Background: an optimization exercise with open tools, aiming at a short achievable clock period and few clock cycles. Do not read the settings as production practice. Only simulation tests tie the RTL to the original design; equivalence was not proved. Power and IR drop assume default switching activity.

==> job 6973 <==
// mips_core
module mips_core (
     input  wire        clk,
     input  wire        rst,
     output wire [31:0] i_addr,
     input  wire [31:0] i_instr_in,
     input  wire [31:0] wbm_dat_i,
     input  wire        wbm_ack_i,
     output wire [31:0] wbm_dat_o,
     output wire        wbm_we_o,
     output wire [3:0]  wbm_sel_o,
     output wire [31:0] wbm_adr_o,
     output wire        wbm_cyc_o,
     output wire        wbm_stb_o
);
Settings: LEC_CHECK=0, CAP_MARGIN=20, CELL_PAD_IN_SITES_DETAIL_PLACEMENT=1, CORE_MARGIN=2, CORE_UTILIZATION=30, PLACE_DENSITY=0.4, SLEW_MARGIN=20, TNS_END_PERCENT=100; clock period 10.0 ns.
standard.sh (not shown) runs the stock make flow with config.mk's settings and CLKGATE_MAP_FILE= SYNTH_SCRIPT=/design/flow/synth_recipe.tcl, a recipe that flattens the netlist after the stock synthesis.
==> flow/flow/run.sh <==
#!/bin/bash
# The standard ORFS layout (the standard.sh) of the standard synthesis,
# with timing repair aiming further below the unchanged clock period.
# Each tool's output goes to a log file of its own in the work folder.
set -euo pipefail
bash standard.sh synth > synth_tool.log 2>&1
bash standard.sh finish SETUP_SLACK_MARGIN=7.5 > layout_tool.log 2>&1
==> job 1424: changes against job 6973 <==
--- a/flow/design.v
+++ b/flow/design.v
@@ -58,17 +58,22 @@
      reg  [31:0] fd_ins;
      reg  [29:0] fd_npc;              
      reg  [31:0] fd_rs_oh, fd_rt_oh, fd_rd_oh;  
      reg         fd_r, fd_imm, fd_lw, fd_sw, fd_beq, fd_j;
      reg  [31:0] e_a, e_op2, e_sd;    
      reg  [31:0] e_an;                
+     reg         e_fa, e_fb, e_fs;    
      reg  [4:0]  e_dest;
      reg         e_wr;                
      reg         e_mem, e_ld, e_ldbusy, e_beq;
      reg  [29:0] e_target;            
-     reg         e_add, e_sub, e_slt, e_and, e_or, e_xor, e_nor;
+     reg         e_and, e_or, e_xor, e_nor;
+     reg         s_add_ab, s_add_mb, s_add_am, s_add_mm;
+     reg         s_sub_ab, s_sub_mb, s_sub_am;
+     reg         s_slt_ab, s_slt_mb, s_slt_am;
+     reg  [31:0] m_res, m_resn;       
      reg  [31:0] m_wd;                
      reg  [4:0]  m_dest;
      reg         m_wr;
      reg         o_valid, o_we, o_ld;
      reg  [31:0] o_adr, o_dat;
      reg  [4:0]  o_dest;
@@ -130,30 +135,52 @@
      wire [31:0] d_dest_oh = fd_r ? fd_rd_oh : fd_rt_oh;
      wire haz_ld  = (d_use_rs && |(fd_rs_oh & busy)) || (d_use_rt && |(fd_rt_oh & busy)) ||
                     (d_writes && |(d_dest_oh & busy));
      wire q_empty = !q_th[0];
      wire q_full  = q_th[QN-1];
      wire stall_e = e_mem && q_full;
-     wire haz_e   = e_wr && ((d_use_rs && d_rs == e_dest) || (d_use_rt && d_rt == e_dest));
-     wire haz_d   = haz_ld | haz_e;
+     wire haz_d   = haz_ld;
      wire stall_d = stall_e | haz_d;
-     wire [31:0] x_sum, nx_diff;
-     wire        x_c, x_lt;
-     ks_add add_i (.a(e_a),  .b(e_op2), .cin(1'b0), .sum(x_sum),   .cout(x_c));
-     ks_add sub_i (.a(e_an), .b(e_op2), .cin(1'b0), .sum(nx_diff), .cout(x_lt));
-     wire [31:0] x_res = ({32{e_add}} & x_sum) |
-                         ({32{e_sub}} & ~nx_diff) |
-                         ({32{e_and}} & (e_a & e_op2)) |
-                         ({32{e_or }} & (e_a | e_op2)) |
-                         ({32{e_xor}} & (e_a ^ e_op2)) |
-                         ({32{e_nor}} & ~(e_a | e_op2)) |
-                         {31'd0, e_slt & x_lt};
-     wire [31:0] x_addr = x_sum;
-     wire [31:0] x_sd   = e_sd;
-     wire        taken  = e_beq && (e_a == e_op2);
-     wire        e_send = e_mem && !q_full;
+     wire [31:0] x_a   = e_fa ? m_res : e_a;
+     wire [31:0] x_b   = e_fb ? m_res : e_op2;
+     wire [31:0] x_sd  = e_fs ? m_res : e_sd;
+     wire [31:0] sum_ab, sum_mb, sum_am, diff_ab, diff_mb, diff_am;
+     wire        c_ab, c_mb, c_am;
+     wire [31:0] sum_mm  = {m_res[30:0], 1'b0};
+     ks_add add_ab (.a(e_a),   .b(e_op2),  .cin(1'b0), .sum(sum_ab),  .cout(c_ab));
+     ks_add add_mb (.a(m_res), .b(e_op2),  .cin(1'b0), .sum(sum_mb),  .cout(c_mb));
+     ks_add add_am (.a(e_a),   .b(m_res),  .cin(1'b0), .sum(sum_am),  .cout(c_am));
+     wire [31:0] ndiff_ab, ndiff_mb, ndiff_am;
+     wire        lt_ab, lt_mb, lt_am;
+     ks_add sub_ab (.a(e_an),   .b(e_op2), .cin(1'b0), .sum(ndiff_ab), .cout(lt_ab));
+     ks_add sub_mb (.a(m_resn), .b(e_op2), .cin(1'b0), .sum(ndiff_mb), .cout(lt_mb));
+     ks_add sub_am (.a(e_an),   .b(m_res), .cin(1'b0), .sum(ndiff_am), .cout(lt_am));
+     assign diff_ab = ~ndiff_ab;
+     assign diff_mb = ~ndiff_mb;
+     assign diff_am = ~ndiff_am;
+     wire [31:0] x_addr = e_fa ? sum_mb : sum_ab;
+     wire [31:0] x_res = ({32{s_add_ab}} & sum_ab) |
+                         ({32{s_add_mb}} & sum_mb) |
+                         ({32{s_add_am}} & sum_am) |
+                         ({32{s_add_mm}} & sum_mm) |
+                         ({32{s_sub_ab}} & diff_ab) |
+                         ({32{s_sub_mb}} & diff_mb) |
+                         ({32{s_sub_am}} & diff_am) |
+                         ({32{e_and}} & (x_a & x_b)) |
+                         ({32{e_or }} & (x_a | x_b)) |
+                         ({32{e_xor}} & (x_a ^ x_b)) |
+                         ({32{e_nor}} & ~(x_a | x_b)) |
+                         {31'd0, (s_slt_ab & lt_ab) | (s_slt_mb & lt_mb) | (s_slt_am & lt_am)};
+     wire eq_rr  = (e_a == e_op2);
+     wire eq_mr  = (m_res == e_op2);
+     wire eq_rm  = (e_a == m_res);
+     wire x_eq   = e_fa ? (e_fb ? 1'b1 : eq_mr) : (e_fb ? eq_rm : eq_rr);
+     wire taken  = e_beq && x_eq;
+     wire e_send = e_mem && !q_full;
+     wire n_fa = e_wr && (e_dest == d_rs);
+     wire n_fb = e_wr && (e_dest == d_rt) && !d_op2_imm;
      wire o_free = !o_valid || wbm_ack_i;
      assign wbm_cyc_o = o_valid;
      assign wbm_stb_o = o_valid;
      assign wbm_we_o  = o_we;
      assign wbm_adr_o = o_adr;
      assign wbm_dat_o = o_dat;
@@ -200,43 +227,67 @@
      always @(posedge clk) begin
           if (rst) begin
                e_wr     <= 1'b0;
                e_mem    <= 1'b0;
                e_ldbusy <= 1'b0;
                e_beq    <= 1'b0;
-          end else if (!stall_e) begin
+               e_fa     <= 1'b0;
+               e_fb     <= 1'b0;
+               e_fs     <= 1'b0;
+          end else if (stall_e) begin
+               e_fa     <= 1'b0;
+               e_fb     <= 1'b0;
+               e_fs     <= 1'b0;
+          end else begin
+               e_fa     <= n_fa;
+               e_fb     <= n_fb;
+               e_fs     <= e_wr && (e_dest == d_rt);
                e_wr     <= !haz_d && d_wr;
                e_mem    <= !haz_d && (fd_lw | fd_sw);
                e_ldbusy <= !haz_d && fd_lw && (d_rt != 5'd0);
                e_beq    <= !haz_d && fd_beq;
           end
      end
      always @(posedge clk) begin
-          if (!stall_e) begin
+          if (stall_e) begin
+               e_a      <= x_a;
+               e_op2    <= x_b;
+               e_an     <= ~x_a;
+               e_sd     <= x_sd;
+          end else begin
                e_a      <= d_a;
                e_op2    <= d_op2_imm ? d_se : d_b;
                e_an     <= ~d_a;
                e_sd     <= d_b;
                e_dest   <= d_dest;
                e_ld     <= fd_lw;
                e_target <= fd_npc + d_se[29:0];
-               e_add    <= d_add;
-               e_sub    <= r_sub;
-               e_slt    <= d_slt;
+               s_add_ab <= d_add & !n_fa & !n_fb;
+               s_add_mb <= d_add &  n_fa & !n_fb;
+               s_add_am <= d_add & !n_fa &  n_fb;
+               s_add_mm <= d_add &  n_fa &  n_fb;
+               s_sub_ab <= r_sub & !n_fa & !n_fb;
+               s_sub_mb <= r_sub &  n_fa & !n_fb;
+               s_sub_am <= r_sub & !n_fa &  n_fb;
+               s_slt_ab <= d_slt & !n_fa & !n_fb;
+               s_slt_mb <= d_slt &  n_fa & !n_fb;
+               s_slt_am <= d_slt & !n_fa &  n_fb;
                e_and    <= d_and;
                e_or     <= d_or;
                e_xor    <= d_xor;
                e_nor    <= r_nor;
           end
      end
      always @(posedge clk) begin
           if (rst)
                m_wr <= 1'b0;
           else
                m_wr <= e_wr;
-          m_wd   <= x_res;
+          m_res  <= x_res;
+          m_resn <= ~x_res;
+          m_wd   <= {32{e_wr}} & x_res;
           m_dest <= e_dest;
      end
      wire q_pop  = o_free && !q_empty;
      wire q_push = e_send && !(o_free && q_empty);
      wire [31:0] e_ldoh = e_ldbusy ? (32'd1 << e_dest) : 32'd0;
      always @(posedge clk) begin
==> flow/flow/run.sh (replaced) <==
#!/bin/bash
# The standard ORFS layout (the standard.sh) of the standard synthesis,
# with timing repair aiming further below the unchanged clock period.
# Each tool's output goes to a log file of its own in the work folder.
set -euo pipefail
bash standard.sh synth > synth_tool.log 2>&1
bash standard.sh finish SETUP_SLACK_MARGIN=6.8 > layout_tool.log 2>&1
--- a/flow/config.mk
+++ b/flow/config.mk
@@ -6,9 +6,9 @@
 export NUM_CORES = 4
 export LEC_CHECK = 0
 export CAP_MARGIN = 20
 export CELL_PAD_IN_SITES_DETAIL_PLACEMENT = 1
 export CORE_MARGIN = 2
 export CORE_UTILIZATION = 30
-export PLACE_DENSITY = 0.4
+export PLACE_DENSITY = 0.45
 export SLEW_MARGIN = 20
 export TNS_END_PERCENT = 100
==> out/metrics.yaml <==
synthesis:
  synth.avg_cell_area_um2: 13.8
  synth_commonest_cells: "edfxtp_1, mux2_2, clkbuf_1, a22oi_1, nor2_1"
  synth_edf_count: 1832
global_route:
  grt_pass1_wl_mm: 744
place:
  hpwlAfterDp_mm: 310
final_layout:
  n_fill_cell: 32500
run_status:
  status: "finished clean"
power:
  switching_share_pct: 27.5
-- figures above: job 6973

==> out/metrics.yaml <==
power:
  switching_share_pct: 30.4
run_status:
  status: "finished clean"
synthesis:
  synth_commonest_cells: "edfxtp_1, mux2_2, nor2_1, clkbuf_1, a22oi_1"
  synthArstFlopShare_pct: 0
  synth_edf_count: 1711
  synth.avg_cell_area_um2: 12.2
setup_path:
  crit_chain: "ha_1 -> nand4_1 -> nor3_1 -> a2111oi_4 -> buf_4 -> buf_6 -> o31ai_4 -> xnor2_2 -> a21oi_1 -> nand4_1 -> and2_1"
global_route:
  grt_pass1_wl_mm: 791
detailed_routing:
  vias: 92100
  routed_wl_mm: 595
place:
  place_ws_ns: 5.21
final_layout:
  n_fill_cell: 38000
-- figures above: job 1424

Testbench counts of job 6973, summed over its fixed seeds: cycles 13,150.
Testbench counts of job 1424, summed over its fixed seeds: cycles 12,949.

separate check: timing with driven ports:
In the flow no input, the clock included, has a driving cell. The finished layouts below were timed again as built, in two steps.
Step 1 sets driving cells, clkbuf_16 on the clock port and buf_2 on the other inputs (assumed; they add their load-dependent delay and slew).
Step 2, shift: input delay + t, output delay - t, t = (earliest + latest rising clock arrival at the registers) / 2. This alone moves slack from input paths to output paths.
a / b / c = no drivers / after step 1 / after step 2; a / b = the first two.
run	shift t [ns]	setup WS [ns]	worst setup path at the end	pins driven straight from the clock port
job 6973	1.044	6.490 / 6.377 / 6.385	input to register	1
job 1424	1.018	6.229 / 6.229 / 6.090	input to register	1
After both steps setup and hold are still met in every run listed. For job 1424, which loses most, drivers alone change the setup slack by 0.000 ns; drivers and shift together by -0.139 ns.
